Context: an optimization exercise on an open-source flow, tuned for small area. The choices shown serve that exercise and are no tape-out recipe.
No functional check of the RTL was part of this run.

[flow/run.sh]
#!/bin/bash
# synth_recipe.tcl (not shown) runs the flow's synth.tcl, then flattens the netlist and writes it again
# the make line also repeats each setting of config.mk as NAME=value (left out here)
make -C /OpenROAD-flow-scripts/flow DESIGN_CONFIG=/design/flow/config.mk WORK_HOME=/design/flow/orfs CLKGATE_MAP_FILE= SYNTH_SCRIPT=/design/flow/synth_recipe.tcl finish
[flow/config.mk]
export PLATFORM = sky130hd
export DESIGN_NAME = cordic
export DESIGN_NICKNAME = cordic
export VERILOG_FILES = /design/flow/design.v
export SDC_FILE = /design/flow/constraint.sdc
export NUM_CORES = 4
export LEC_CHECK = 0
export ABC_AREA = 1
export CAP_MARGIN = 20
export CORE_MARGIN = 2
export CORE_UTILIZATION = 40
export CTS_BUF_LIST = sky130_fd_sc_hd__clkbuf_8
export GPL_TIMING_DRIVEN = 0
export PLACE_DENSITY = 0.6
export SLEW_MARGIN = 20
[flow/constraint.sdc]
create_clock -name core_clock -period 5.0 [get_ports {clock}]
set_input_delay 1.0000 -clock core_clock [delete_from_list [all_inputs] [get_ports {clock}]]
set_output_delay 1.0000 -clock core_clock [all_outputs]
set_load 0.01 [all_outputs]
[flow/design.v]
`timescale 1ns / 1ps
module addsub #(
    parameter W = 8
) (
    input  [W-1:0] a,
    input  [W-1:0] b,
    input          sub,
    output [W-1:0] s
);
    logic [W:0] c;
    logic [W-1:0] bb;
    assign c[0] = sub;
    assign bb = b ^ {W{sub}};
    genvar i;
    generate
        for (i = 0; i < W; i++) begin : g
            assign s[i] = a[i] ^ bb[i] ^ c[i];
            assign c[i+1] = (a[i] & bb[i]) | (c[i] & (a[i] ^ bb[i]));
        end
    endgenerate
endmodule
module addsmall #(
    parameter W = 12,
    parameter K = 6
) (
    input  [W-1:0] a,
    input  [K-1:0] b,
    input          sub,
    output [W-1:0] s
);
    logic [K:0] c;
    logic [K-1:0] bb;
    logic t;
    assign c[0] = sub;
    assign bb = b ^ {K{sub}};
    assign t = b[K-1] ^ sub;       
    genvar i;
    generate
        for (i = 0; i < K; i++) begin : lo
            assign s[i] = a[i] ^ bb[i] ^ c[i];
            assign c[i+1] = (a[i] & bb[i]) | (c[i] & (a[i] ^ bb[i]));
        end
    endgenerate
    logic [W-K:0] all1, any1;
    assign all1[0] = 1'b1;
    assign any1[0] = 1'b0;
    generate
        for (i = K; i < W; i++) begin : hi
            assign all1[i-K+1] = all1[i-K] & a[i];
            assign any1[i-K+1] = any1[i-K] | a[i];
            assign s[i] = a[i] ^ t ^ (t ? (c[K] | any1[i-K]) : (c[K] & all1[i-K]));
        end
    endgenerate
endmodule
module addfast #(
    parameter W = 12,
    parameter K = 6
) (
    input  [W-1:0] a,
    input  [K-1:0] b,
    input          sub,
    output [W-1:0] s
);
    localparam LG = (K + 1 > 8) ? 4 : (K + 1 > 4) ? 3 : (K + 1 > 2) ? 2 : 1;
    logic [K-1:0] bb, pp, gg;
    logic t;
    assign bb = b ^ {K{sub}};
    assign t = b[K-1] ^ sub;       
    logic [K:0] G [0:LG];
    logic [K:0] P [0:LG];
    assign G[0] = {(a[K-1:0] & bb), sub};
    assign P[0] = {(a[K-1:0] ^ bb), 1'b0};
    genvar l, i;
    generate
        for (l = 0; l < LG; l++) begin : lev
            for (i = 0; i <= K; i++) begin : node
                if (((i >> l) & 1) == 1) begin : comb
                    localparam integer J = ((i >> l) << l) - 1;
                    assign G[l+1][i] = G[l][i] | (P[l][i] & G[l][J]);
                    assign P[l+1][i] = P[l][i] & P[l][J];
                end else begin : pass
                    assign G[l+1][i] = G[l][i];
                    assign P[l+1][i] = P[l][i];
                end
            end
        end
    endgenerate
    logic [K:0] c;
    assign c = G[LG];
    assign s[K-1:0] = (a[K-1:0] ^ bb) ^ c[K-1:0];
    logic [W-K:0] all1, any1;
    assign all1[0] = 1'b1;
    assign any1[0] = 1'b0;
    generate
        for (i = K; i < W; i++) begin : hi
            assign all1[i-K+1] = all1[i-K] & a[i];
            assign any1[i-K+1] = any1[i-K] | a[i];
            assign s[i] = a[i] ^ t ^ (t ? (c[K] | any1[i-K]) : (c[K] & all1[i-K]));
        end
    endgenerate
endmodule
module addfast2 #(
    parameter W = 12,
    parameter K = 6
) (
    input  [W-1:0] a,
    input  [K-1:0] b,
    input          sub,
    output [W-1:0] s
);
    localparam LG = (K + 1 > 8) ? 4 : (K + 1 > 4) ? 3 : (K + 1 > 2) ? 2 : 1;
    localparam U = W - K;
    localparam LU = (U > 8) ? 4 : (U > 4) ? 3 : (U > 2) ? 2 : (U > 1) ? 1 : 0;
    logic [K-1:0] bb;
    logic t;
    assign bb = b ^ {K{sub}};
    assign t = b[K-1] ^ sub;
    logic [K:0] G [0:LG];
    logic [K:0] P [0:LG];
    assign G[0] = {(a[K-1:0] & bb), sub};
    assign P[0] = {(a[K-1:0] ^ bb), 1'b0};
    genvar l, i;
    generate
        for (l = 0; l < LG; l++) begin : lev
            for (i = 0; i <= K; i++) begin : node
                if (((i >> l) & 1) == 1) begin : comb
                    localparam integer J = ((i >> l) << l) - 1;
                    assign G[l+1][i] = G[l][i] | (P[l][i] & G[l][J]);
                    assign P[l+1][i] = P[l][i] & P[l][J];
                end else begin : pass
                    assign G[l+1][i] = G[l][i];
                    assign P[l+1][i] = P[l][i];
                end
            end
        end
    endgenerate
    logic [K:0] c;
    assign c = G[LG];
    assign s[K-1:0] = (a[K-1:0] ^ bb) ^ c[K-1:0];
    logic [U-1:0] O [0:LU];
    logic [U-1:0] Z [0:LU];
    assign O[0] = a[W-1:K];
    assign Z[0] = ~a[W-1:K];
    generate
        for (l = 0; l < LU; l++) begin : ulev
            for (i = 0; i < U; i++) begin : unode
                if (((i >> l) & 1) == 1) begin : comb
                    localparam integer J = ((i >> l) << l) - 1;
                    assign O[l+1][i] = O[l][i] & O[l][J];
                    assign Z[l+1][i] = Z[l][i] & Z[l][J];
                end else begin : pass
                    assign O[l+1][i] = O[l][i];
                    assign Z[l+1][i] = Z[l][i];
                end
            end
        end
    endgenerate
    wire inc = c[K] & ~t;
    wire dec = ~c[K] & t;
    assign s[K] = a[K] ^ inc ^ dec;
    generate
        for (i = 1; i < U; i++) begin : hi
            assign s[K+i] = a[K+i] ^ ((inc & O[LU][i-1]) | (dec & Z[LU][i-1]));
        end
    endgenerate
endmodule
`timescale 1ns / 1ps
module phase_controller #(
    parameter PRE_ROLL = 1
) (
    input clock,
    input reset,
    output [11:0] phase,
    output [1:0] quadrant
);
    logic [5:0] c;
    logic e, r;
    logic [1:0] q;
    logic [11:0] p;
    wire pre  = &p[11:4];
    wire ge25 = (c >= 6'd25);
    logic [5:0] c_next;
    logic [11:0] p_next;
    addsub #(.W(6)) uc (.a(c), .b(ge25 ? 6'd11 : 6'd14), .sub(ge25), .s(c_next));
    addsub #(.W(12)) up_ (.a(p), .b({10'd0, e, ~e}), .sub(q[0]), .s(p_next));
    wire up   = ~q[0];
    wire endq = up ? (p >= 12'd3216 && !pre) : (p <= 12'd1);
    always_ff @(posedge clock) begin
        if (reset || pre) begin
            c <= '0;
            e <= 1'b0;
            r <= 1'b0;
        end
        else begin
            r <= endq;
            if (r)
                c <= '0;
            else begin
                c <= c_next;
                e <= ge25;
            end
        end
    end
    always_ff @(posedge clock) begin
        if (reset) begin
            q <= 2'd0;
            p <= 12'(4096 - PRE_ROLL);
        end
        else if (endq)
            q <= q + 2'd1;
        else
            p <= p_next;
    end
    assign phase = p;
    assign quadrant = q;
endmodule
`timescale 1ns / 1ps
module cordic (
    input clock,
    input reset,
    output signed [12:0] sine,
    output signed [12:0] cosine
);
    logic [11:0] p;
    logic [1:0] q;
    phase_controller #(.PRE_ROLL(15)) pc (.clock(clock), .reset(reset), .phase(p), .quadrant(q));
    wire d1 = p >= 12'd1609;
    wire d2 = d1 ? p >= 12'd2558 : p >= 12'd659;
    logic d3, d4;
    always_comb begin
        case ({d1, d2})
            2'd0: d3 = p >= 12'd158;
            2'd1: d3 = p >= 12'd1161;
            2'd2: d3 = p >= 12'd2057;
            2'd3: d3 = p >= 12'd3060;
        endcase
        case ({d1, d2, d3})
            3'd0: d4 = 1'b1;
            3'd1: d4 = p >= 12'd412;
            3'd2: d4 = p >= 12'd907;
            3'd3: d4 = p >= 12'd1416;
            3'd4: d4 = p >= 12'd1802;
            3'd5: d4 = p >= 12'd2311;
            3'd6: d4 = p >= 12'd2806;
            3'd7: d4 = 1'b0;
        endcase
    end
    wire [3:0] code = {d1, d2, d3, d4};
    logic [7:0] h;
    assign h = ({8{code == 4'd1}} & 8'h1f)
            | ({8{code == 4'd2}} & 8'h1d)
            | ({8{code == 4'd3}} & 8'h1c)
            | ({8{code == 4'd4}} & 8'hb)
            | ({8{code == 4'd5}} & 8'ha)
            | ({8{code == 4'd6}} & 8'h8)
            | ({8{code == 4'd7}} & 8'h8)
            | ({8{code == 4'd8}} & 8'h8a)
            | ({8{code == 4'd9}} & 8'h8a)
            | ({8{code == 4'd10}} & 8'h88)
            | ({8{code == 4'd11}} & 8'h87)
            | ({8{code == 4'd12}} & 8'h76)
            | ({8{code == 4'd13}} & 8'h75)
            | ({8{code == 4'd14}} & 8'h73);
    logic [7:0] w;
    addsub #(.W(8)) uw (.a(p[7:0]), .b(h), .sub(1'b1), .s(w));
    wire [9:0] dirs_a = {code, ~w[7], w[6:2]};    
    logic [9:0] dirs_r1;
    logic [1:0] q_r1;
    always_ff @(posedge clock) begin
        dirs_r1 <= dirs_a;
        q_r1 <= q;
    end
    logic signed [11:0] x7, y7;
    wire [5:0] ts = dirs_r1[9:4];
    assign x7 = ({12{ts == 6'd5}} & 12'h7fd)
            | ({12{ts == 6'd6}} & 12'h7fd)
            | ({12{ts == 6'd7}} & 12'h7fb)
            | ({12{ts == 6'd8}} & 12'h7f4)
            | ({12{ts == 6'd9}} & 12'h7ee)
            | ({12{ts == 6'd10}} & 12'h7e6)
            | ({12{ts == 6'd11}} & 12'h7dc)
            | ({12{ts == 6'd12}} & 12'h7ce)
            | ({12{ts == 6'd13}} & 12'h7c0)
            | ({12{ts == 6'd14}} & 12'h7b0)
            | ({12{ts == 6'd15}} & 12'h79e)
            | ({12{ts == 6'd16}} & 12'h78c)
            | ({12{ts == 6'd17}} & 12'h778)
            | ({12{ts == 6'd18}} & 12'h760)
            | ({12{ts == 6'd19}} & 12'h748)
            | ({12{ts == 6'd20}} & 12'h72b)
            | ({12{ts == 6'd21}} & 12'h70f)
            | ({12{ts == 6'd22}} & 12'h6f1)
            | ({12{ts == 6'd23}} & 12'h6d1)
            | ({12{ts == 6'd24}} & 12'h6ad)
            | ({12{ts == 6'd25}} & 12'h689)
            | ({12{ts == 6'd26}} & 12'h664)
            | ({12{ts == 6'd27}} & 12'h63e)
            | ({12{ts == 6'd28}} & 12'h614)
            | ({12{ts == 6'd29}} & 12'h5ea)
            | ({12{ts == 6'd30}} & 12'h5bf)
            | ({12{ts == 6'd31}} & 12'h593)
            | ({12{ts == 6'd32}} & 12'h5bb)
            | ({12{ts == 6'd33}} & 12'h58f)
            | ({12{ts == 6'd34}} & 12'h560)
            | ({12{ts == 6'd35}} & 12'h532)
            | ({12{ts == 6'd36}} & 12'h4ff)
            | ({12{ts == 6'd37}} & 12'h4cd)
            | ({12{ts == 6'd38}} & 12'h49a)
            | ({12{ts == 6'd39}} & 12'h466)
            | ({12{ts == 6'd40}} & 12'h430)
            | ({12{ts == 6'd41}} & 12'h3fa)
            | ({12{ts == 6'd42}} & 12'h3c3)
            | ({12{ts == 6'd43}} & 12'h38b)
            | ({12{ts == 6'd44}} & 12'h350)
            | ({12{ts == 6'd45}} & 12'h316)
            | ({12{ts == 6'd46}} & 12'h2db)
            | ({12{ts == 6'd47}} & 12'h29f)
            | ({12{ts == 6'd48}} & 12'h270)
            | ({12{ts == 6'd49}} & 12'h234)
            | ({12{ts == 6'd50}} & 12'h1f7)
            | ({12{ts == 6'd51}} & 12'h1b9)
            | ({12{ts == 6'd52}} & 12'h179)
            | ({12{ts == 6'd53}} & 12'h13b)
            | ({12{ts == 6'd54}} & 12'hfb)
            | ({12{ts == 6'd55}} & 12'hbd)
            | ({12{ts == 6'd56}} & 12'h7d)
            | ({12{ts == 6'd57}} & 12'h3f)
            | ({12{ts == 6'd58}} & 12'hfff);
    assign y7 = ({12{ts == 6'd5}} & 12'hfff)
            | ({12{ts == 6'd6}} & 12'h3f)
            | ({12{ts == 6'd7}} & 12'h7d)
            | ({12{ts == 6'd8}} & 12'hbd)
            | ({12{ts == 6'd9}} & 12'hfb)
            | ({12{ts == 6'd10}} & 12'h13b)
            | ({12{ts == 6'd11}} & 12'h179)
            | ({12{ts == 6'd12}} & 12'h1b9)
            | ({12{ts == 6'd13}} & 12'h1f7)
            | ({12{ts == 6'd14}} & 12'h234)
            | ({12{ts == 6'd15}} & 12'h270)
            | ({12{ts == 6'd16}} & 12'h29f)
            | ({12{ts == 6'd17}} & 12'h2db)
            | ({12{ts == 6'd18}} & 12'h316)
            | ({12{ts == 6'd19}} & 12'h350)
            | ({12{ts == 6'd20}} & 12'h38b)
            | ({12{ts == 6'd21}} & 12'h3c3)
            | ({12{ts == 6'd22}} & 12'h3fa)
            | ({12{ts == 6'd23}} & 12'h430)
            | ({12{ts == 6'd24}} & 12'h466)
            | ({12{ts == 6'd25}} & 12'h49a)
            | ({12{ts == 6'd26}} & 12'h4cd)
            | ({12{ts == 6'd27}} & 12'h4ff)
            | ({12{ts == 6'd28}} & 12'h532)
            | ({12{ts == 6'd29}} & 12'h560)
            | ({12{ts == 6'd30}} & 12'h58f)
            | ({12{ts == 6'd31}} & 12'h5bb)
            | ({12{ts == 6'd32}} & 12'h593)
            | ({12{ts == 6'd33}} & 12'h5bf)
            | ({12{ts == 6'd34}} & 12'h5ea)
            | ({12{ts == 6'd35}} & 12'h614)
            | ({12{ts == 6'd36}} & 12'h63e)
            | ({12{ts == 6'd37}} & 12'h664)
            | ({12{ts == 6'd38}} & 12'h689)
            | ({12{ts == 6'd39}} & 12'h6ad)
            | ({12{ts == 6'd40}} & 12'h6d1)
            | ({12{ts == 6'd41}} & 12'h6f1)
            | ({12{ts == 6'd42}} & 12'h70f)
            | ({12{ts == 6'd43}} & 12'h72b)
            | ({12{ts == 6'd44}} & 12'h748)
            | ({12{ts == 6'd45}} & 12'h760)
            | ({12{ts == 6'd46}} & 12'h778)
            | ({12{ts == 6'd47}} & 12'h78c)
            | ({12{ts == 6'd48}} & 12'h79e)
            | ({12{ts == 6'd49}} & 12'h7b0)
            | ({12{ts == 6'd50}} & 12'h7c0)
            | ({12{ts == 6'd51}} & 12'h7ce)
            | ({12{ts == 6'd52}} & 12'h7dc)
            | ({12{ts == 6'd53}} & 12'h7e6)
            | ({12{ts == 6'd54}} & 12'h7ee)
            | ({12{ts == 6'd55}} & 12'h7f4)
            | ({12{ts == 6'd56}} & 12'h7fb)
            | ({12{ts == 6'd57}} & 12'h7fd)
            | ({12{ts == 6'd58}} & 12'h7fd);
    logic signed [11:0] x8, y8;
    addfast2 #(.W(12), .K(5)) ux8 (.a(12'(x7)), .b(5'(y7 >>> 7)), .sub(dirs_r1[3]), .s(x8));
    addfast2 #(.W(12), .K(5)) uy8 (.a(12'(y7)), .b(5'(x7 >>> 7)), .sub(~dirs_r1[3]), .s(y8));
    logic [10:0] x9, y9;
    addfast2 #(.W(11), .K(4)) ux9 (.a(11'(x8)), .b(4'(y8 >>> 8)), .sub(dirs_r1[2]), .s(x9));
    addfast2 #(.W(11), .K(4)) uy9 (.a(11'(y8)), .b(4'(x8 >>> 8)), .sub(~dirs_r1[2]), .s(y9));
    logic [9:0] dirs_r2;
    logic [1:0] q_r2;
    logic [10:0] x_r2;
    logic [10:0] y_r2;
    always_ff @(posedge clock) begin
        dirs_r2 <= dirs_r1;
        q_r2 <= q_r1;
        x_r2 <= x9;
        y_r2 <= y9;
    end
    logic [10:0] x10, y10;
    addfast2 #(.W(11), .K(3)) ux10 (.a(11'(x_r2)), .b(3'(y_r2 >> 9)), .sub(dirs_r2[1]), .s(x10));
    addfast2 #(.W(11), .K(3)) uy10 (.a(11'(y_r2)), .b(3'(x_r2 >> 9)), .sub(~dirs_r2[1]), .s(y10));
    wire mx = q_r2[0] ^ q_r2[1];
    wire my = q_r2[1];
    wire bx = y10[10];
    wire by = x10[10];
    logic signed [2:0] ax, ay;
    assign ax = mx ? (dirs_r2[0] ? 3'd1 + {2'b00, bx} : 3'd1 - {2'b00, bx}) : (dirs_r2[0] ? 3'd0 - {2'b00, bx} : {2'b00, bx});
    assign ay = my ? (dirs_r2[0] ? 3'd1 - {2'b00, by} : 3'd1 + {2'b00, by}) : (dirs_r2[0] ? {2'b00, by} : 3'd0 - {2'b00, by});
    logic [10:0] rx, ry;
    addfast2 #(.W(11), .K(3)) ux11 (.a(x10 ^ {11{mx}}), .b(ax), .sub(1'b0), .s(rx));
    addfast2 #(.W(11), .K(3)) uy11 (.a(y10 ^ {11{my}}), .b(ay), .sub(1'b0), .s(ry));
    assign cosine = {1'b0, ~mx, rx};
    assign sine = {1'b0, ~my, ry};
endmodule
==> impl_metrics.ini <==
[floorplanning]
coreArea_mm2 = 0.0186
rows = 50
pin_count = 28
die_x_um = 141
initial_core_util_pct = 40.5
die_y_um = 141
fp.dieArea_mm2 = 0.0200

[critical_path]
crit_family = simple AND/OR/NAND/NOR gates
rrSetupSlack_ps = -20
startpoint_type = register
worstPathMaxFanout = 6
required_ps = 5280
slowest_delay_ps = 420
worst_setup_path_end_kind = register
cp.arrival_ps = 5300
rr_worst_depth = 31
path_class = reg2reg
crit_slowest_cell = fa_2
path_depth = 31
cp_num_buf_inv = 5
path_common_cell = nand2_4

[clock_network]
cts.path.max_buffers = 2
cts_tree = yes
clk_pin_slew_worst_paths_ps = 70
cts_root_buffer = clkbuf_8
clock_sinks = 60
h-tree-depth = 3
ctsHoldBuffers = 0
numCtsBuffers = 9
clkLatencyLatePin_ps = 350

[routing]
via_per_inst = 5.41
firstDrtPassIters = 6
route.vias.total = 8500
wire_per_inst_um = 15.6
remaining_drc_errors = 0
finalWirelength_um = 24500
ant_nets = 0
drtIter0Drc = 747

[sta]
setup_viol = 4
tightest_slew_ps = 623
final_max_slew_viol_count = 0
post-route-period-util_pct = 100
hold_viol = 0
layout_min_cycle_time_ps = 5020
layout_setup_ws_ps = -15.7
rsz0062_at_grt = true
relSlewSlack_pct = 58.3
hold_ws_ps = 333
finClkSkew_ps = 13.8
fmax_ghz = 0.199

[global_route]
grt_pass1_wl_um = 37700
grt_pass1_vias = 7738
grt_max_degree = 13
grt_usage_pct = 23.4
overflow = 0
antenna_found_initial = 0

[logic_synthesis]
synth_common_cells = nand2_1 (314), inv_1 (186), nor2_1 (141), nand3_1 (126), xor2_1 (74)
synth_edf_count = 0
synth.distinct_cells = 48
synth_area_leaders = dfxtp_1 (16%), nand2_1 (16%), inv_1 (9.2%)
ys_warn_count = 17
yosysMostFrequentCell = nand2_1
yosys.area.top_type = dfxtp_1
synth_seq_cells = 60
synthesis.area_per_instance_um2 = 6.14
synthCells = 1232
yosys_most_used_dff = dfxtp_1
synthArstFlopShare_pct = 0
synth_top_area_share_pct = 15.9
seq_area_frac_synth_pct = 15.9
synth_area_mm2 = 0.00756

[final_layout]
area_delta_synth_final_pct = 31.6
finish.utilization_pct = 53.3
antennaDiodeCount = 0
n_fill_cell = 1834
fin_nets = 1391
drive_gt1_share_pct = 27.4

[hold_path]
hold_class = reg2reg
whs_path_depth = 0

[place]
gp_congestion = 1.05
port-buffer-count = 25
place_hpwl_um = 18400

[outcome]
so_faults = negative setup slack
status = finished with violations

[flow_run]
drv_cap = 0
-- per-layer routing --
| layer | track usage, % | part of all wire (%) | up-vias |
|---|---|---|---|
| met5 | 0 | 0 | - |
| met4 | 12.4 | 6.1 | 0 |
| met3 | 3.68 | 6.7 | 130 |
| met2 | 40.0 | 46 | 380 |
| met1 | 28.4 | 41 | 3830 |
| li1 | - | - | 4160 |
-- layout make-up --
| cell class | instances | area [um2] | area share, % |
|---|---|---|---|
| flip-flops and latches | 60 | 1260 | 12.7 |
| multi-input cells | 964 | 6600 | 66.4 |
| clock buffers | 11 | 151 | 1.52 |
| clock inverters | 4 | 48.8 | 0.491 |
| well taps | 234 | 293 | 2.94 |
| plain buffers | 12 | 101 | 1.02 |
| inverters | 196 | 763 | 7.67 |
| repair buffers | 91 | 724 | 7.28 |
-- sequential cells by signal (all words and copies together) (netlist names), 6 cells and up --
register	count
pc.p	12
dirs_r1	10
x_r2	11
y_r2	11
pc.c	6
-- placed cells by master (no fill, tap or decap), types with 7 or more instances in the layout --
master    netlist  final
nor2_4          5     22
o21ai_1         4      8
nand2_1       314    263
nor2_2          9     23
nor2_1        141    110
dfxtp_4         0     14
nand3_4         0      7
nand2_4         0     20
xor2_2          1      7
nand4_1        31     31
inv_2           7     21
buf_4           3     65
a21oi_1        24     17
nor3_1         31     24
clkbuf_2        0      7
dfxtp_1        60     40
nand3_1       126     96
nand3b_1       10     10
nor3_2          0      7
nand2_2        18     48
inv_1         186    164
xor2_1         74     67
fa_2            0      9
fa_1           30     21
o21ai_0        31     23
ha_4            0      9
o211ai_1       12     12
nor4_1         13      8
xnor2_1        19     17
ha_1           25     14
nand3_2         4     27
clkbuf_8        0     11
buf_6           2      8
-- worst paths after layout --
path / from / end
worst max-delay path: dirs_r1[5]$_DFF_P_ / y_r2[7]$_DFF_P_
worst min-delay path: q_r1[1]$_DFF_P_ / q_r2[1]$_DFF_P_
worst max register to register: dirs_r1[5]$_DFF_P_ / y_r2[7]$_DFF_P_
worst min register to register: q_r1[1]$_DFF_P_ / q_r2[1]$_DFF_P_
-- what timing repair did --
| item | 4_1_cts | 5_1_grt |
|---|---|---|
| buffers inserted | 25 | 41 |
| pin swaps | 24 | 82 |
| hold endpoints to repair | 0 | 0 |
| gates resized for setup | 124 | 236 |
| endpoints found under the setup margin | 39 | 38 |
-- cells by family (layout without fill, tap and decap cells) --
| family | Yosys count | in the layout | share of synthesized area, % |
|---|---|---|---|
| compound gates | 97 | 97 | 7.55 |
| xor+xnor | 94 | 94 | 11.0 |
| fa+ha+maj | 55 | 55 | 12.1 |
| buf+inv | 209 | 314 | 10.9 |
| flops | 60 | 60 | 15.9 |
| mux | 1 | 1 | 0.132 |
| other cells | 1 | 2 | 0.0496 |
| simple gates | 715 | 715 | 42.4 |
-- through the flow --
step | std cells | cell area [um2] | setup WS [ps] | setup TNS [ps]
after floorplan | 1233 | 7560 | 127 | 0
after CTS | 1532 | 8840 | -135 | -295
after detailed placement | 1492 | 8110 | -996 | -16090
final | 1572 | 9940 | -15.7 | -44.5
after global placement | 1492 | 8110 | -1070 | -15830
after global routing | 1572 | 9940 | -285 | -3050

## separate check: timing with driven ports
The flow's constraints put no driver on any port. The routed layout listed below was extracted and timed again, unchanged, in two steps. Step 1 assumes that a clkbuf_16 drives the clock port and a buf_2 every other input. Step 2 also shifts input and output timing later by t, the mid clock arrival at the registers, as if the neighbouring blocks saw the same clock. Three values: no drivers, after step 1, after step 2; two values: the first two.
shift t [ns]: 0.390
setup WS [ns]: -0.016 / -0.016 / -0.016
worst setup path after step 2: register to register
worst register clock-pin slew, ns: 0.07 / 0.07
For this run, drivers alone change the setup slack by 0.000 ns; drivers and shift together by 0.000 ns.
